This design comes from an exercise in tuning for small area on the open sky130 flow, not from production work.
The RTL was checked by simulation tests, not by an equivalence proof against the original design.
Power is estimated from default activity; no workload was simulated.

==> design.v <==
module alarma (
    input wire clk,               
    input wire rst,               
    input wire reset,             
    input wire btn_activate,      
    input wire smoke_detected,    
    output wire buzzer,           
    output wire led_alert         
);
    reg alarm_active;
    reg btn_prev;
    reg smoke_prev;
    reg reset_prev;
    reg [25:0] blink_counter;
    reg led_blink;
    always @(posedge clk) begin
        if (rst) begin
            alarm_active <= 0;
            btn_prev     <= 0;
            smoke_prev   <= 0;
            reset_prev   <= 0;
        end else begin
            if (reset && !reset_prev)
                alarm_active <= 0;
            else if ((btn_activate && !btn_prev) || (smoke_detected && !smoke_prev))
                alarm_active <= 1;
            btn_prev   <= btn_activate;
            smoke_prev <= smoke_detected;
            reset_prev <= reset;
        end
    end
    always @(posedge clk) begin
        if (rst) begin
            blink_counter <= 0;
            led_blink <= 0;
        end else if (alarm_active) begin
            if (blink_counter >= 2_500) begin
                blink_counter <= 0;
                led_blink <= ~led_blink;
            end else begin
                blink_counter <= blink_counter + 1;
            end
        end else begin
            blink_counter <= 0;
            led_blink <= 0;
        end
    end
    assign buzzer    = ~alarm_active;          
    assign led_alert = ~(alarm_active && led_blink);  
endmodule
module platform(
    input clk,                    
    input rst,                    
    input [1:0] switch_pos,       
    input stop_Up,                
    input stop_Down,              
    output reg [3:0] step_out     
);
    parameter STEP_DELAY = 100;  
    reg [22:0] step_timer;        
    reg [2:0] step_index;         
    reg [3:0] step_sequence;
    always @(*) begin
        case (step_index)
            3'd0: step_sequence = 4'b1000;  
            3'd1: step_sequence = 4'b1100;  
            3'd2: step_sequence = 4'b0100;  
            3'd3: step_sequence = 4'b0110;  
            3'd4: step_sequence = 4'b0010;  
            3'd5: step_sequence = 4'b0011;  
            3'd6: step_sequence = 4'b0001;  
            default: step_sequence = 4'b1001;  
        endcase
    end
    always @(posedge clk) begin
        if (rst) begin
            step_timer <= 0;
            step_index <= 0;
            step_out   <= 4'b0000;
        end else begin
            if (step_timer >= STEP_DELAY) begin
                step_timer <= 0;
                case (switch_pos)
                    2'b01: begin
                        if (stop_Up != 0) begin
                            if (step_index < 7)
                                step_index <= step_index + 1;
                            else
                                step_index <= 0;
                        end
                    end
                    2'b10: begin
                        if (stop_Down != 0) begin
                            if (step_index > 0)
                                step_index <= step_index - 1;
                            else
                                step_index <= 7;
                        end
                    end
                    default: begin
                        step_index <= step_index;
                    end
                endcase
            end else begin
                step_timer <= step_timer + 1;
            end
            step_out <= step_sequence;
        end
    end
endmodule
module servo_principal(
    input clk,                     
    input rst,                     
    input presence_1,              
    input presence_2,              
    output reg PWM1,               
    output reg PWM2                
);
    parameter PWM_PERIOD = 1_000;        
    parameter MIN_DUTY = 50;             
    parameter MAX_DUTY = 100;            
    parameter CLOSE_DELAY = 125_000;     
    reg [25:0] counter;
    reg [25:0] duty_1;
    reg [31:0] timer_1;
    reg [25:0] duty_2;
    reg [31:0] timer_2;
    always @(posedge clk) begin
        if (rst) begin
            counter <= 0;
            PWM1 <= 0;
            PWM2 <= 0;
        end else begin
            if (counter >= PWM_PERIOD - 1)
                counter <= 0;
            else
                counter <= counter + 1;
            PWM1 <= (counter < duty_1) ? 1 : 0;
            PWM2 <= (counter < duty_2) ? 1 : 0;
        end
    end
    always @(posedge clk) begin
        if (rst) begin
            duty_1 <= MIN_DUTY;
            timer_1 <= 0;
        end else if (!presence_1) begin
            duty_1 <= MAX_DUTY;
            timer_1 <= 0;
        end else begin
            if (timer_1 < CLOSE_DELAY)
                timer_1 <= timer_1 + 1;
            else
                duty_1 <= MIN_DUTY;
        end
    end
    always @(posedge clk) begin
        if (rst) begin
            duty_2 <= MAX_DUTY;
            timer_2 <= 0;
        end else if (!presence_2) begin
            duty_2 <= MIN_DUTY;
            timer_2 <= 0;
        end else begin
            if (timer_2 < CLOSE_DELAY)
                timer_2 <= timer_2 + 1;
            else
                duty_2 <= MAX_DUTY;
        end
    end
endmodule
module SmartLights(
    input  wire clk,             
    input  wire rst,             
    input  wire reset_n,         
    input  wire pir_input_1,     
    input  wire pir_input_2,     
    output reg  led_output_1,    
    output reg  led_output_2     
);
    parameter CLK_FREQ_HZ   = 50_000;
    parameter HOLD_TIME_SEC = 5;
    localparam integer MAX_COUNT = CLK_FREQ_HZ * HOLD_TIME_SEC;
    localparam integer CNT_W     = 28;
    wire pir1 = ~pir_input_1;                    
    wire pir2 = ~pir_input_2;                    
    reg [CNT_W-1:0] hold_cnt1;
    reg [CNT_W-1:0] hold_cnt2;
    always @(posedge clk) begin
        if (rst || !reset_n) begin
            hold_cnt1 <= 0;
            led_output_1      <= 1'b0;
        end else if (pir1) begin
            hold_cnt1 <= 0;
            led_output_1      <= 1'b1;
        end else if (hold_cnt1 < MAX_COUNT) begin
            hold_cnt1 <= hold_cnt1 + 1'b1;
            led_output_1      <= 1'b1;
        end else begin
            led_output_1 <= 1'b0;
        end
    end
    always @(posedge clk) begin
        if (rst || !reset_n) begin
            hold_cnt2 <= 0;
            led_output_2      <= 1'b0;
        end else if (pir2) begin
            hold_cnt2 <= 0;
            led_output_2      <= 1'b1;
        end else if (hold_cnt2 < MAX_COUNT) begin
            hold_cnt2 <= hold_cnt2 + 1'b1;
            led_output_2      <= 1'b1;
        end else begin
            led_output_2 <= 1'b0;
        end
    end
endmodule
module House
(
    input  wire       CLK_50,           
    input  wire       RST,              
    input  wire       RESET_ALARM,      
    input  wire       BTN_ACTIVATE,
    input  wire       SMOKE_SENSOR,
    input  wire [1:0] SWITCH_POS,
    input  wire       LIMIT_UP_N,       
    input  wire       LIMIT_DOWN_N,     
    input  wire       PRESENCE_S1,
    input  wire       PRESENCE_S2,
    input  wire       LIGHTS_RESET_N,   
    input  wire       PIR_INPUT_1,
    input  wire       PIR_INPUT_2,
    output wire       BUZZER_OUT,
    output wire       LED_ALERT_OUT,
    output wire [3:0] STEPPER_OUT,
    output wire       SERVO_PWM1,
    output wire       SERVO_PWM2,
    output wire       LED_LIGHT_1,
    output wire       LED_LIGHT_2
);
    alarma u_alarma (
        .clk            (CLK_50),
        .rst            (RST),
        .reset          (RESET_ALARM),
        .btn_activate   (BTN_ACTIVATE),
        .smoke_detected (SMOKE_SENSOR),
        .buzzer         (BUZZER_OUT),
        .led_alert      (LED_ALERT_OUT)
    );
    platform u_platform (
        .clk        (CLK_50),
        .rst        (RST),
        .switch_pos (SWITCH_POS),
        .stop_Up    (LIMIT_UP_N),
        .stop_Down  (LIMIT_DOWN_N),
        .step_out   (STEPPER_OUT)
    );
    servo_principal u_servos (
        .clk        (CLK_50),
        .rst        (RST),
        .presence_1 (PRESENCE_S1),
        .presence_2 (PRESENCE_S2),
        .PWM1       (SERVO_PWM1),
        .PWM2       (SERVO_PWM2)
    );
    SmartLights u_lights (
        .clk         (CLK_50),
        .rst         (RST),
        .reset_n     (LIGHTS_RESET_N),
        .pir_input_1 (PIR_INPUT_1),
        .pir_input_2 (PIR_INPUT_2),
        .led_output_1(LED_LIGHT_1),
        .led_output_2(LED_LIGHT_2)
    );
endmodule
==> run.sh <==
#!/bin/bash
# synth_recipe.tcl (not shown) runs the flow's synth.tcl, then flattens the netlist and writes it again
# the make line also repeats each setting of config.mk as NAME=value (left out here)
make -C /OpenROAD-flow-scripts/flow DESIGN_CONFIG=/design/flow/config.mk WORK_HOME=/design/flow/orfs CLKGATE_MAP_FILE= SYNTH_SCRIPT=/design/flow/synth_recipe.tcl finish
==> config.mk <==
export PLATFORM = sky130hd
export DESIGN_NAME = House
export DESIGN_NICKNAME = House
export VERILOG_FILES = /design/flow/design.v
export SDC_FILE = /design/flow/constraint.sdc
export NUM_CORES = 4
export LEC_CHECK = 0
export CAP_MARGIN = 20
export CORE_MARGIN = 2
export CORE_UTILIZATION = 40
export SLEW_MARGIN = 20
==> constraint.sdc <==
create_clock -name core_clock -period 10.0 [get_ports {CLK_50}]
set_input_delay 2.0000 -clock core_clock [delete_from_list [all_inputs] [get_ports {CLK_50}]]
set_output_delay 2.0000 -clock core_clock [all_outputs]
set_load 0.01 [all_outputs]
==> out/results.tsv <==
stage	metric	value	unit
outcome	outcome	no timing/DRC/antenna violations	
clock_tree	Post-CTS Resized	0	
die	die area	0.02168	mm^2
clock_tree	hold bufs inserted after CTS	0	
power_and_ir_drop	pwr dens	186.3	mW/mm^2
detailed_routing	final wirelength	14.30	mm
clock_tree	clock sinks	215	
timing	RSZ-0062 raised after global routing	false	
clock_tree	Worst-Skew Late Latency	0.51	ns
placement	HPWL after DPL	9.457	mm
grt	vias in the first global route	5563	
timing	final worst-path cycle share	0.3744	
logic_synthesis	share of the synthesized area in the top cell type	0.5243	
timing	Worst-Margin Slew	0.9654	ns
setup_path	most used cell, CP	nand2_1	
setup_path	CP endpoint kind	register	
grt	first-pass GRT wire length	24.91	mm
logic_synthesis	Post-synth EDFFs	0	
power_and_ir_drop	Pleak	3.803	nW
clock_tree	CTS tree	yes	
die	I/O pin count	24	
timing	hold slack	0.4444	ns
clock_tree	TritonCTS buffer count	24	
detailed_routing	Routed Antenna Nets	0	
min_path	min-delay worst type	register to register	
placement	dpl cells	1176	
logic_synthesis	distinct cell type count after synthesis	58	
logic_synthesis	syn_area_per_cell	9.568	um^2
setup_path	crit start category	input port	
clock_tree	setup repair bufs after CTS	0	
die	Die X-Extent	147.3	um
clock_tree	Clock Tree Buf Depth	3	
setup_path	CP max FO	25	
setup_path	worst path cell trace	clkdlybuf4s50_1 -> buf_4 -> and2b_2 -> nand2_1 -> or4_1 -> nand2_1	
die	Core Rows	52	
setup_path	critical path arrival	4.18	ns
timing	fin crit period	3.744	ns
detailed_routing	initial DRC count	232	
final_layout	layout cells sized above 1	0.07376	
grt	largest net degree at the start of global routing	26	
die	Die Y	147.3	um
clock_tree	H-tree depth	1	
logic_synthesis	top cells by area, synth	dfxtp_1, nor2_1, ha_1, xnor2_1, nand2_1	
logic_synthesis	YS warnings	4	
timing	fin. max-slew vios	0	
run	Max Cap Viol	0	
logic_synthesis	ys async rst share	0	
detailed_routing	Vias/cell	4.874	
grt	met2 GRT Util	0.2159	
grt	grt total ovfl	0	
detailed_routing	1st-pass router iterations	4	
setup_path	Critical Path RT	10.44	ns
timing	Post-Route Setup TNS	0	ns
timing	final worst setup slack	6.256	ns
logic_synthesis	count leader, synth	dfxtp_1	
logic_synthesis	post-synthesis cell count	858	
logic_synthesis	Yosys reg bits	215	
clock_tree	clock tree root buffer cell	clkbuf_16	
timing	max_slew headroom	0.3515	
timing	Fin Clk Skew	0.02021	ns
logic_synthesis	Post-Synthesis Cell Area	0.008209	mm^2
die	initial core utilization	0.4070	
timing	# setup viols final	0	
final_layout	P&R area growth vs syn	18.02	%
setup_path	delay of the slowest cell on the worst path	0.62	ns
grt	GRT Total Usage	0.1322	
grt	grt met3 use	0.02702	
placement	Post-DP Area	0.008884	mm^2
detailed_routing	via count	5942	
power_and_ir_drop	Peak VDD IR	128.0	uV
setup_path	slowest CP cell	or4_1	
setup_path	WS Path Type	input port to register	
placement	GPL Wtd Cong	0.7355	
final_layout	# diodes	0	
timing	Max Fclk	0.2671	GHz
final_layout	Final nets	969	
logic_synthesis	commonest cells in the netlist	dfxtp_1, nor2_1, nand2_1	
placement	pre-CTS setup slack	5.749	ns
grt	layer with the highest usage	met2	
logic_synthesis	largest area contributor in the netlist	dfxtp_1	
detailed_routing	DR DRC count	0	
grt	antenna violations before repair	0	
final_layout	Design Area, Final	0.009688	mm^2
grt	met1 GRT Util	0.1794	
final_layout	Non-Filler Instances	1219	
clock_tree	Worst-path clk slew	0.06	ns
logic_synthesis	ys flop type	dfxtp_1	
logic_synthesis	post-synthesis sequential area ratio	0.5243	
detailed_routing	WL/cell	11.73	um
placement	Port Buffer Count	23	
die	core box area	0.02017	mm^2
timing	final hold violation count	0	
final cells by class:
type	count	area [um^2]
Clock buffer	35	733.2
Clock inverter	8	71.32
Fill cell	1958	10480
Inverter	38	142.6
Multi-Input combinational cell	626	3839
Sequential cell	215	4304
Tap cell	270	337.8
Timing Repair Buffer	27	260.3
cell usage in the layout (no fill, tap or decap), types with 24 or more instances in the layout:
master / instances
dfxtp_1: 215
nand4_1: 24
and3_1: 28
and2_1: 34
nor4_1: 24
a21oi_1: 38
nor2_1: 101
xnor2_1: 28
nand3_1: 25
conb_1: 46
nand2_1: 57
clkbuf_16: 25
inv_1: 38
kinds of logic (layout without fill, tap and decap cells):
| group | after synthesis | count (layout) | synth area share |
|---|---|---|---|
| simple gates | 372 | 372 | 0.2382 |
| buf+inv | 62 | 108 | 0.02865 |
| other cells | 1 | 46 | 0.0004568 |
| compound gates | 130 | 130 | 0.1134 |
| xor+xnor | 47 | 47 | 0.05015 |
| mux | 8 | 8 | 0.009755 |
| fa+ha+maj | 23 | 23 | 0.03506 |
| flops | 215 | 215 | 0.5243 |
worst paths after layout:
path | depth (start not counted) | slack, ns | endpoint | from
max | 6 | 6.26 | u_lights.hold_cnt2[13] | RST
min | 2 | 0.44 | u_lights.hold_cnt1[17] | u_lights.hold_cnt1[17]
max reg2reg | 5 | 7.57 | u_servos.timer_1[14] | u_servos.timer_1[24]
min reg2reg | 2 | 0.44 | u_lights.hold_cnt1[17] | u_lights.hold_cnt1[17]
metrics by stage:
step,utilization,power [mW]
6_report,0.4803,1.805
5_1_grt,0.4803,1.876
4_1_cts,0.4803,1.834
3_5_place_dp,0.4404,0.9609
3_3_place_gp,0.4404,0.9604
2_1_floorplan,-,0.9376
metal layers:
metal  routed length (um)  vias to the layer above  share of wire
met1                 7300                     2702           0.51
met3                  477                       26          0.033
li1                     -                     3154              -
met2                 6255                       60           0.44
met4                  262                        0          0.018
met5                    0                        -              0
state kept, by name, indices dropped and copies added (netlist names):
name                    flops
u_servos.timer_1           32
u_servos.timer_2           32
u_lights.hold_cnt1         28
u_lights.hold_cnt2         28
u_alarma.blink_counter     26
u_servos.counter           26
u_platform.step_timer      23
u_platform.step_out         4
u_platform.step_index       3
u_servos.duty_1             2
u_servos.duty_2             2
u_alarma.alarm_active       1
u_alarma.btn_prev           1
u_alarma.led_blink          1
u_alarma.reset_prev         1
u_alarma.smoke_prev         1
u_lights.led_output_1       1
u_lights.led_output_2       1
u_servos.PWM1               1
u_servos.PWM2               1
critical path: cells and delay by family:
family / cells / cell delay (ns)
buf+inv: 2 / 0.61
simple gates: 4 / 1.56
power by group:
group / internal, mW / switching [mW]
logic: 0.0257 / 0.0340
clock network: 0.534 / 0.330
registers: 0.874 / 0.00743

port drivers added, routing unchanged:
The flow's constraints put no driver on any port. The routed layout listed below was extracted and timed again, unchanged, in two steps. Step 1: set_driving_cell puts a clkbuf_16 on CLK_50 and a buf_2 on each other input, an assumption about the parent block. Step 2 adds t to the input delays and takes it off the output delays; t is the mean of the earliest and latest rising clock arrival at the registers after step 1. Input paths then give back, and output paths get back, about the clock's delay inside the block. Slacks: ideal ports / drivers / drivers and shift; pairs: ideal ports / drivers.
shift t [ns]: 0.536
slack for setup (ns): 6.256 / 6.277 / 5.741
worst hold slack (ns): 0.444 / 0.444 / 0.444
latest minus earliest clock arrival (ns): 0.021 / 0.021
slew at the worst register clock pin (ns): 0.06 / 0.06
After both steps setup and hold are still met in this run. For this run, drivers alone change the setup slack by +0.021 ns; drivers and shift together by -0.515 ns.
